This is an optimization exercise on Yosys and OpenROAD, whose aim is small area, not a production implementation. Function was checked by simulation only, so behaviour that the tests miss may differ from the original. No activity file was given, so power comes from the tool's default toggle rates.

## design.v

```verilog
module  ultrasound_ctrl
#(
    parameter   CNT_10US_MAX    =   9'd500          ,
    parameter   CNT_100MS_MAX   =   23'd5000_000    
)
(
    input   wire                sys_clk             , 
    input   wire                sys_rst_n           ,
    input   wire                echo                , 
    output  reg                 trig                ,
    output  reg                 fall_flag_r1        , 
    output  reg     [12:0]      data_bin             
);
reg                 echo_r1             ;
reg                 echo_r2             ;
wire                raise_flag          ; 
wire                fall_flag           ; 
reg     [20:0]      cnt_pulse           ; 
reg     [20:0]      temp_pulse          ;
reg     [22:0]      cnt_100ms           ;
wire                cnt_100ms_flag      ;
assign raise_flag = ((~echo_r2) && (echo_r1)) ? 1'b1 : 1'b0 ;
assign fall_flag  = ((echo_r2) && (~echo_r1)) ? 1'b1 : 1'b0 ;
always @ (posedge sys_clk or negedge sys_rst_n) begin
    if(!sys_rst_n) begin
        echo_r1<=1'b0;
        echo_r2<=1'b0;
    end
    else begin
        echo_r1<=echo;
        echo_r2<=echo_r1;
    end
end
always @ (posedge sys_clk or negedge sys_rst_n) begin
    if(!sys_rst_n)
        cnt_pulse<=21'd0;
    else if(raise_flag)
        cnt_pulse<=21'd1; 
    else if(echo_r2)
        cnt_pulse<=cnt_pulse+1'b1;
    else
        cnt_pulse<=cnt_pulse; 
end
always @ (posedge sys_clk or negedge sys_rst_n ) begin
    if(!sys_rst_n)
        temp_pulse<=21'd0;
    else if(fall_flag)
        temp_pulse<=cnt_pulse;
    else
        temp_pulse<=temp_pulse;     
end
always @ (posedge sys_clk or negedge sys_rst_n ) begin
    if(!sys_rst_n)
        fall_flag_r1<=1'b0;
    else
        fall_flag_r1<=fall_flag;
end
always @ (posedge sys_clk or negedge sys_rst_n ) begin
    if(!sys_rst_n)
        data_bin<=1'b0;
    else if(fall_flag_r1)
        data_bin<=temp_pulse*34/10000;
    else
        data_bin<=data_bin;
end
assign  cnt_100ms_flag  =   cnt_100ms==CNT_100MS_MAX - 1'B1 ;
always @ (posedge sys_clk or negedge sys_rst_n) begin
    if(!sys_rst_n)
        cnt_100ms<=23'd0;
    else if(cnt_100ms_flag)
        cnt_100ms<=23'd0;
    else
        cnt_100ms<=cnt_100ms+1'b1;
end
always @ (posedge sys_clk or negedge sys_rst_n) begin
    if(!sys_rst_n)
        trig<=1'b0;
    else if(cnt_100ms<CNT_10US_MAX)
        trig<=1'b1;
    else
        trig<=1'b0;
end
endmodule
module  filter
(
    input   wire                sys_clk             ,
    input   wire                sys_rst_n           ,
    input   wire    [12:0]      data_bin            ,
    input   wire                fall_flag_r1        ,
    output  wire    [12:0]      data_ave             
);
reg     [12:0]      data_temp   [7:0]           ;
reg     [15:0]      data_sum                    ;
always @ (posedge sys_clk or negedge sys_rst_n) begin
    if(!sys_rst_n) begin
        data_temp[0]<=13'd0;
        data_temp[1]<=13'd0;
        data_temp[2]<=13'd0;
        data_temp[3]<=13'd0;
        data_temp[4]<=13'd0;
        data_temp[5]<=13'd0;
        data_temp[6]<=13'd0;
        data_temp[7]<=13'd0;
    end
    else if(fall_flag_r1) begin
        data_temp[0]<=data_bin  ;
        data_temp[1]<=data_temp[0] ;
        data_temp[2]<=data_temp[1] ;
        data_temp[3]<=data_temp[2] ;
        data_temp[4]<=data_temp[3] ;
        data_temp[5]<=data_temp[4] ;
        data_temp[6]<=data_temp[5] ;
        data_temp[7]<=data_temp[6] ;
    end
end
always @ (posedge sys_clk or negedge sys_rst_n ) begin
    if(!sys_rst_n)
        data_sum<=1'd0;
    else
        data_sum<=data_temp[0]+data_temp[1]+data_temp[2]+data_temp[3]+data_temp[4]+data_temp[5]+data_temp[6]+data_temp[7];
end
assign  data_ave    =   data_sum[15:3]      ; 
endmodule
module  beep_led_alarm
(
    input   wire                sys_clk             ,
    input   wire                sys_rst_n           ,
    input   wire    [12:0]      data_ave            , 
    output  reg                 beep_out            ,
    output  reg                 led_out              
);
parameter CNT_1KHZ_MAX  =   15'd25_000      ;
parameter CNT_500HZ_MAX =   16'd50_000      ;
reg     [14:0]          cnt_1khz            ;
wire                    cnt_1khz_flag       ;
reg     [15:0]          cnt_500hz           ;
wire                    cnt_500hz_flag      ;
reg                     beep_da             ; 
reg                     beep_di             ; 
always @ (posedge sys_clk or negedge sys_rst_n) begin
    if(!sys_rst_n) begin
        led_out<=1'b0;
        beep_out<=1'b0;
    end
    else if(data_ave<=13'd200) begin 
        led_out<=1'b1;
        if(data_ave<=13'd50) 
            beep_out<=beep_da ;
        else if(data_ave<=13'd30) 
            beep_out<=beep_di ;
    end
    else begin
        led_out<=1'b0;
        beep_out<=1'b0;
    end
end
assign  cnt_1khz_flag =cnt_1khz==CNT_1KHZ_MAX-1'B1;
always @ (posedge sys_clk or negedge sys_rst_n) begin
    if(!sys_rst_n)
        cnt_1khz<=15'd0;
    else if(cnt_1khz_flag)
        cnt_1khz<=15'd0;
    else
        cnt_1khz<=cnt_1khz+1'b1;
end
always @ (posedge sys_clk or negedge sys_rst_n) begin
    if(!sys_rst_n)
        beep_da<=1'b0;
    else if(cnt_1khz_flag)
        beep_da<=~beep_da;
    else
        beep_da<=beep_da;
end
assign cnt_500hz_flag=cnt_500hz==CNT_500HZ_MAX-1'B1;
always @ (posedge sys_clk or negedge sys_rst_n ) begin
    if(!sys_rst_n)
        cnt_500hz<=16'd0;
    else if(cnt_500hz_flag)
        cnt_500hz<=16'd0;
    else
        cnt_500hz<=cnt_500hz+1'b1;
end
always @ (posedge sys_clk or negedge sys_rst_n) begin
    if(!sys_rst_n)
        beep_di<=1'b0;
    else if(cnt_500hz_flag)
        beep_di<=~beep_di;
    else
        beep_di<=beep_di;
end
endmodule
module  bin_to_bcd
(
    input   wire                sys_clk             , 
    input   wire                sys_rst_n           ,
    input   wire    [12:0]      data_ave            ,
    output  reg     [15:0]      data_bcd             
);
parameter   SHIFT_CNT_MAX   =   5'd14       ; 
reg                 shift_flag              ;
reg     [4:0]       shift_cnt               ;
reg     [28:0]      data_shift              ;
wire                complete_flag           ;
always @ (posedge sys_clk or negedge sys_rst_n ) begin
    if(!sys_rst_n)
        shift_flag<=1'b0;
    else
        shift_flag<=~shift_flag;
end
wire                shift_cnt_flag          ;
assign  shift_cnt_flag  =   shift_cnt==SHIFT_CNT_MAX    ;
always @ (posedge sys_clk or negedge sys_rst_n) begin
    if(!sys_rst_n)
        shift_cnt<=5'd0;
    else if(shift_flag) begin
        if(shift_cnt_flag)
            shift_cnt<=5'd0;
        else
            shift_cnt<=shift_cnt+1'b1;
    end
    else
        shift_cnt<=shift_cnt        ;
end
always @ (posedge sys_clk or negedge sys_rst_n ) begin
    if(!sys_rst_n)
        data_shift<=29'd0;
    else if((!shift_cnt) && (shift_flag))
        data_shift<={16'b0,data_ave} ; 
    else if((shift_cnt>=1'b1)  && (shift_cnt<=5'd13)) begin
        if(!shift_flag) begin  
            data_shift[16:13]<=(data_shift[16:13] > 4'd4) ? (data_shift[16:13]+4'd3) : data_shift[16:13] ;
            data_shift[20:17]<=(data_shift[20:17] > 4'd4) ? (data_shift[20:17]+4'd3) : data_shift[20:17] ;
            data_shift[24:21]<=(data_shift[24:21] > 4'd4) ? (data_shift[24:21]+4'd3) : data_shift[24:21] ;
            data_shift[28:25]<=(data_shift[28:25] > 4'd4) ? (data_shift[28:25]+4'd3) : data_shift[28:25] ;
        end
        else begin 
            data_shift<=data_shift<<1'b1;
        end
    end
    else
        data_shift<=data_shift;
end
assign  complete_flag   =   (shift_cnt_flag && shift_flag) ? 1'b1: 1'b0 ;
always @(posedge sys_clk or negedge sys_rst_n) begin
    if(!sys_rst_n)
        data_bcd<=16'd0;
    else if(complete_flag)
        data_bcd<=data_shift[28:13] ;
    else
        data_bcd<=data_bcd;
end
endmodule
module  nixie_display
#(
    parameter   CNT_1MS_MAX     =   16'd50_000      
)
(
    input   wire                sys_clk             , 
    input   wire                sys_rst_n           ,
    input   wire    [15:0]      data_bcd            ,
    output  reg     [3:0]       nixie_cs            , 
    output  reg     [7:0]       nixie_seg             
);
localparam  _0 = 8'b0011_1111   ,
            _1 = 8'b0000_0110   ,
            _2 = 8'b0101_1011   ,
            _3 = 8'b0100_1111   ,
            _4 = 8'b0110_0110   ,
            _5 = 8'b0110_1101   ,
            _6 = 8'b0111_1101   ,
            _7 = 8'b0000_0111   ,
            _8 = 8'b0111_1111   ,
            _9 = 8'b0110_1111   ;
parameter   CNT_1S_MAX =   26'd50_000_000       ;
reg     [15:0]          cnt_1ms             ;
wire                    cnt_1ms_flag        ;
reg     [3:0]           disp_num            ; 
assign cnt_1ms_flag =  cnt_1ms==CNT_1MS_MAX-1'B1;
always @ (posedge sys_clk or negedge sys_rst_n) begin
    if(!sys_rst_n)
        cnt_1ms<=16'd0;
    else if(cnt_1ms_flag)
        cnt_1ms<=16'd0;
    else
        cnt_1ms<=cnt_1ms+1'b1;
end
always @ (posedge sys_clk or negedge sys_rst_n) begin
    if(!sys_rst_n)
        nixie_cs<=4'b0000; 
    else if(cnt_1ms_flag) begin
        if(nixie_cs==4'b0000)
            nixie_cs<=4'b0001;
        else
            nixie_cs<={nixie_cs[2:0],nixie_cs[3]};
    end
    else
        nixie_cs<=nixie_cs;
end
always @ (nixie_cs,data_bcd) begin
    case(nixie_cs)
        4'b0001:disp_num<=data_bcd[3:0];
        4'b0010:disp_num<=data_bcd[7:4];
        4'b0100:disp_num<=data_bcd[11:8];
        4'b1000:disp_num<=data_bcd[15:12];
        default:disp_num<=4'd0;
    endcase
end
always @ (disp_num) begin
    case(disp_num)
        4'd0:nixie_seg<=_0  ;
        4'd1:nixie_seg<=_1  ;
        4'd2:nixie_seg<=_2  ;
        4'd3:nixie_seg<=_3  ;
        4'd4:nixie_seg<=_4  ;
        4'd5:nixie_seg<=_5  ;
        4'd6:nixie_seg<=_6  ;
        4'd7:nixie_seg<=_7  ;
        4'd8:nixie_seg<=_8  ;
        4'd9:nixie_seg<=_9  ;
        default:nixie_seg<=_0;
    endcase
end
endmodule
module  distance_meter
(
    input   wire                sys_clk             ,
    input   wire                sys_rst_n           ,
    input   wire                echo                ,
    output  wire                trig                ,
    output  wire    [3:0]       nixie_cs            , 
    output  wire    [7:0]       nixie_seg           , 
    output  wire                led_out             ,
    output  wire                beep_out             
);
wire                fall_flag_r1            ;
wire    [12:0]      data_bin                ; 
wire    [12:0]      data_ave                ; 
wire    [15:0]      data_bcd                ; 
ultrasound_ctrl
#(
    . CNT_10US_MAX    (   9'd500        )  ,
    . CNT_100MS_MAX   (   23'd5000_000  )  
)
ultrasound_ctrl_inst_1
(
    . sys_clk         ( sys_clk      )    , 
    . sys_rst_n       ( sys_rst_n    )    ,
    . echo            ( echo         )    , 
    . trig            ( trig         )    ,
    . fall_flag_r1    ( fall_flag_r1 )    , 
    . data_bin        ( data_bin     )     
);
filter filter_inst_1
(
    . sys_clk        ( sys_clk      )     ,
    . sys_rst_n      ( sys_rst_n    )     ,
    . data_bin       ( data_bin     )     ,
    . fall_flag_r1   ( fall_flag_r1 )     ,
    . data_ave       ( data_ave     )      
);
beep_led_alarm beep_led_alarm_inst_1
(
    . sys_clk       ( sys_clk   )      ,
    . sys_rst_n     ( sys_rst_n )      ,
    . data_ave      ( data_ave  )      , 
    . beep_out      ( beep_out  )      ,
    . led_out       ( led_out   )       
);
bin_to_bcd bin_to_bcd_inst_1
(
    . sys_clk      ( sys_clk   )       , 
    . sys_rst_n    ( sys_rst_n )       ,
    . data_ave     ( data_ave  )       ,
    . data_bcd     ( data_bcd  )        
);
nixie_display
#(
    . CNT_1MS_MAX     (   16'd50_000      )
)
nixie_display_inst_1
(
    .  sys_clk       (sys_clk   )      , 
    .  sys_rst_n     (sys_rst_n )      ,
    .  data_bcd      (data_bcd  )      ,
    .  nixie_cs      (nixie_cs  )      , 
    .  nixie_seg     (nixie_seg )        
);
endmodule
```

## run.sh

```bash
#!/bin/bash
# synth_recipe.tcl (not shown) runs the flow's synth.tcl, then flattens the netlist and writes it again
# the make line also repeats each setting of config.mk as NAME=value (left out here)
make -C /OpenROAD-flow-scripts/flow DESIGN_CONFIG=/design/flow/config.mk WORK_HOME=/design/flow/orfs CLKGATE_MAP_FILE= SYNTH_SCRIPT=/design/flow/synth_recipe.tcl finish
```

## config.mk

```make
export PLATFORM = sky130hd
export DESIGN_NAME = distance_meter
export DESIGN_NICKNAME = distance_meter
export VERILOG_FILES = /design/flow/design.v
export SDC_FILE = /design/flow/constraint.sdc
export NUM_CORES = 4
export LEC_CHECK = 0
export CAP_MARGIN = 20
export CORE_MARGIN = 2
export CORE_UTILIZATION = 40
export SLEW_MARGIN = 20
```

## constraint.sdc

```tcl
create_clock -name core_clock -period 20.0 [get_ports {sys_clk}]
set_input_delay 4.0000 -clock core_clock [delete_from_list [all_inputs] [get_ports {sys_clk}]]
set_output_delay 4.0000 -clock core_clock [all_outputs]
set_load 0.01 [all_outputs]
```

==> run summary <==
power by group through the flow:
stage / Sequential [W] / Combinational, W / Clock, W
2_1_floorplan: 0.000720 / 0.000857 / 0
3_3_place_gp: 0.000736 / 0.00106 / 0
3_5_place_dp: 0.000738 / 0.00108 / 0
4_1_cts: 0.000728 / 0.00109 / 0.000681
5_1_grt: 0.000739 / 0.00125 / 0.000707
6_report: 0.000728 / 0.00106 / 0.000659
final cells by class:
| class | count | area (um^2) |
|---|---|---|
| Clock buffer | 49 | 1030 |
| Clock inverter | 14 | 193 |
| Fill cell | 4833 | 27900 |
| Inverter | 119 | 447 |
| Multi-Input combinational cell | 1674 | 12400 |
| Sequential cell | 288 | 7210 |
| Tap cell | 672 | 841 |
| Timing Repair Buffer | 24 | 238 |
layer usage:
layer,track usage (%),wire length [um],up-vias
met1,22.0,20100,7707
met4,4.23,751,0
met3,2.38,1260,61
met5,0,0,-
li1,-,-,7723
met2,28.0,20600,197
final timing paths:
path                       depth (start not counted)  slack [ps]                                   to                                  from
max                                               48        3760   ultrasound_ctrl_inst_1.data_bin[0]  ultrasound_ctrl_inst_1.temp_pulse[5]
min                                                1         470        beep_led_alarm_inst_1.beep_da         beep_led_alarm_inst_1.beep_da
max reg2reg                                       48        3760   ultrasound_ctrl_inst_1.data_bin[0]  ultrasound_ctrl_inst_1.temp_pulse[5]
min reg2reg                                        1         470        beep_led_alarm_inst_1.beep_da         beep_led_alarm_inst_1.beep_da
max in group asynchronous                          2       14860  ultrasound_ctrl_inst_1.fall_flag_r1                             sys_rst_n
min in group asynchronous                          1        3540     nixie_display_inst_1.nixie_cs[0]                             sys_rst_n
cell families after synthesis:
family,count (synthesis)
xor gates and xnor gates,140
buffers and inverters,197
muxes,134
other,1
DFF,288
and+or+nand+nor,702
adders and majority gates,159
AOI/OAI and AO/OA,538
flip-flops by register name, indices dropped and copies added, names as in the netlist, 4 cells and up:
register / flops
bin_to_bcd_inst_1.data_bcd: 16
bin_to_bcd_inst_1.shift_cnt: 5
bin_to_bcd_inst_1.data_shift: 29
filter_inst_1.data_temp: 104
beep_led_alarm_inst_1.cnt_1khz: 15
ultrasound_ctrl_inst_1.cnt_pulse: 21
nixie_display_inst_1.cnt_1ms: 16
ultrasound_ctrl_inst_1.data_bin: 13
ultrasound_ctrl_inst_1.temp_pulse: 21
ultrasound_ctrl_inst_1.cnt_100ms: 23
filter_inst_1.data_sum: 13
nixie_display_inst_1.nixie_cs: 4
critical path: cells and delay by family (launching register included):
family	cells	cell delay, ps
flops	1	400
fa+ha+maj	3	830
buf+inv	1	50
xor+xnor	6	2380
mux	2	490
simple gates	10	2660
compound gates	26	9300
cells in the mapped netlist (all sizes together) (15+ instances only):
cell | n | area (um^2)
xnor2 | 91 | 812
a21o | 20 | 150
a31oi | 33 | 206
nand3 | 74 | 370
inv | 119 | 447
or3 | 16 | 110
nand2 | 213 | 802
nor3 | 57 | 285
nand4 | 27 | 184
a211oi | 19 | 188
o211ai | 26 | 210
fa | 64 | 1280
and3 | 19 | 119
o21a | 28 | 211
o21ai | 129 | 649
nor2b | 21 | 131
o31ai | 22 | 180
nand2b | 19 | 119
and2 | 30 | 190
a21oi | 100 | 512
xor2 | 49 | 429
nor2 | 166 | 628
mux2i | 20 | 200
o22ai | 15 | 100
clkbuf | 55 | 206
buf | 23 | 134
mux2 | 114 | 1290
dfrtp | 288 | 7210
ha | 87 | 1090
stage by stage:
stage	cell area, um^2	setup slack (ps)	util, %	hold slack (ps)	std cells
2_1_floorplan	20400	7130	-	425	2159
3_3_place_gp	21100	4660	42.1	448	2777
3_5_place_dp	21100	3980	42.1	453	2777
4_1_cts	22400	3890	44.5	469	2840
5_1_grt	22400	2290	44.5	482	2840
6_report	22400	3760	44.5	472	2840
==> summary.json <==
{
  "status": {
    "run_status": "timing/DRC/antenna clean"
  },
  "cts": {
    "cts-root-to-sink-buffers": 3,
    "postCtsHoldBufs": 0,
    "cts_setup_buffers": 0,
    "cts.sink_count": 288,
    "tritoncts": "done",
    "clkSlewWorstSetupHoldPaths_ps": 60,
    "worstSkewPairLatency_ps": 550,
    "ctsResizeCount": 0,
    "cts_inserted_buffers": 36,
    "clock_tree.htree_level_count": 2,
    "cts_root_buf": "sky130_fd_sc_hd__clkbuf_16"
  },
  "logic_synthesis": {
    "syn-mean-instance-area_um2": 9.45,
    "number_of_enable_flip_flop_cells_after_synthesis": 0,
    "async_flop_share_pct": 100,
    "mappedNetlistArea_um2": 20400,
    "combinational_family_with_the_most_area_after_synthesis": "compound AO/OA/AOI/OAI gates",
    "net_count_after_synthesis": 2313,
    "syn_inst": 2159,
    "synth_sequential_area_ratio_pct": 35.3,
    "synth_warnings": 6,
    "synth-adder-area-share_pct": 12.0,
    "post_synth_mux_area_share_pct": 7.30,
    "synthSimpleGateAreaFrac_pct": 16.7,
    "post_synth_num_cell_types": 109,
    "synth_compound_area_share_pct": 18.7,
    "ys_dominant_reg_cell": "sky130_fd_sc_hd__dfrtp_1",
    "synth-xor-area-share_pct": 6.09,
    "postSynthRegisterBits": 288
  },
  "timing": {
    "finalSetupViolations": 0,
    "slew_violations": 0,
    "finClkSkew_ps": 31.5,
    "rsz_0062_raised_after_global_routing": "false",
    "worst_slew_pin_slew_ps": 1000,
    "timing.setup.tns_ps": 0,
    "maxSlewHeadroom_pct": 33.1,
    "achievable-frequency_mhz": 61.6,
    "final-hold-violation-count": 0,
    "final_min_period_over_clock_period_pct": 81.2,
    "period_needed_ps": 16240
  },
  "power": {
    "power_frac_clock_pct": 26.9,
    "leakage_nw": 9.92,
    "p_sw_share_pct": 35.5,
    "ir_worst_vdd_mv": 0.170,
    "internal_power_w": 0.00158,
    "p_total_w": 0.00245,
    "power.sequential.fraction_pct": 29.7,
    "switchingPower_w": 0.000871,
    "power_per_cell_area_nw_per_um2": 110,
    "comb_power_share_pct": 43.4
  },
  "critical_path": {
    "startpoint_type": "flip-flop",
    "critPathMaxFanout": 20,
    "cp_data_required_time_ps": 20410,
    "cp_data_arrival_time_ps": 16650,
    "critPathKind": "flip-flop to flip-flop",
    "cp-end-kind": "flip-flop",
    "cp_slowest_stage_delay_ps": 840,
    "worst_path_most_repeated_cell": "sky130_fd_sc_hd__xnor2_1",
    "critical-path-slowest-cell": "sky130_fd_sc_hd__a311oi_2"
  },
  "floorplanning": {
    "area_of_the_core_um2": 50300,
    "fp-row-count": 82,
    "ios": 18,
    "die-area_um2": 52800,
    "fp.dieH_um": 230,
    "initial_utilization_pct": 40.6,
    "die_width_um": 230
  },
  "placed_design": {
    "final_replace_weighted_congestion": 0.861,
    "half_perimeter_wire_length_after_placement_mm": 30.9,
    "numPortBuffers": 16
  },
  "global_routing": {
    "global_route_wire_length_before_repair_mm": 75.0,
    "first_global_vias": 15700,
    "gr-total-overflow": 0,
    "grt_start_max_net_pins": 161,
    "groute.usage.overall_pct": 16.4,
    "antenna_found_initial": 0
  },
  "route": {
    "finalWirelength_mm": 42.7,
    "dr.first_iter.drc_count": 1076,
    "routed-via-count": 15700,
    "drt.antenna.violating_nets": 0,
    "drc": 0,
    "post_drt_via_cell_ratio": 5.52,
    "drtPass1Iterations": 5,
    "avgRoutedWirePerCell_um": 15.0
  },
  "min_path": {
    "worst_min_path_class": "flip-flop to flip-flop"
  },
  "layout": {
    "nets": 2297,
    "post_route_cells_drive_above_1_share_pct": 11.0,
    "diodes": 0,
    "synthToLayoutAreaGrowth_pct": 9.73,
    "layout.cells.most_common_list": "sky130_fd_sc_hd__dfrtp_1, sky130_fd_sc_hd__nand2_1, sky130_fd_sc_hd__nor2_1",
    "final_common_cell": "sky130_fd_sc_hd__dfrtp_1"
  },
  "run": {
    "total_of_max_cap_violations": 0
  }
}

-- static timing again, ports no longer ideal --
The flow's constraints put no driver on any port. The routed layout listed below was extracted and timed again, unchanged, in two steps.
Step 1 (the two cells are an assumption about what drives the block):
set clk [get_ports {sys_clk}]
set_driving_cell -lib_cell sky130_fd_sc_hd__clkbuf_16 $clk
set_driving_cell -lib_cell sky130_fd_sc_hd__buf_2 [delete_from_list [all_inputs] $clk]
Step 2 also shifts input and output timing later by t, the mid clock arrival at the registers, as if the neighbouring blocks saw the same clock.
Three values: no drivers, after step 1, after step 2; two values: the first two.
t, ns: 0.593
setup slack, ns: 3.759 / 3.759 / 3.759
slew at the worst register clock pin (ns): 0.06 / 0.06
worst slew at a driven data input, ns: 0.05
After both steps this run still meets setup and hold. The setup slack of this run moves by 0.000 ns with the drivers and by 0.000 ns with both steps.
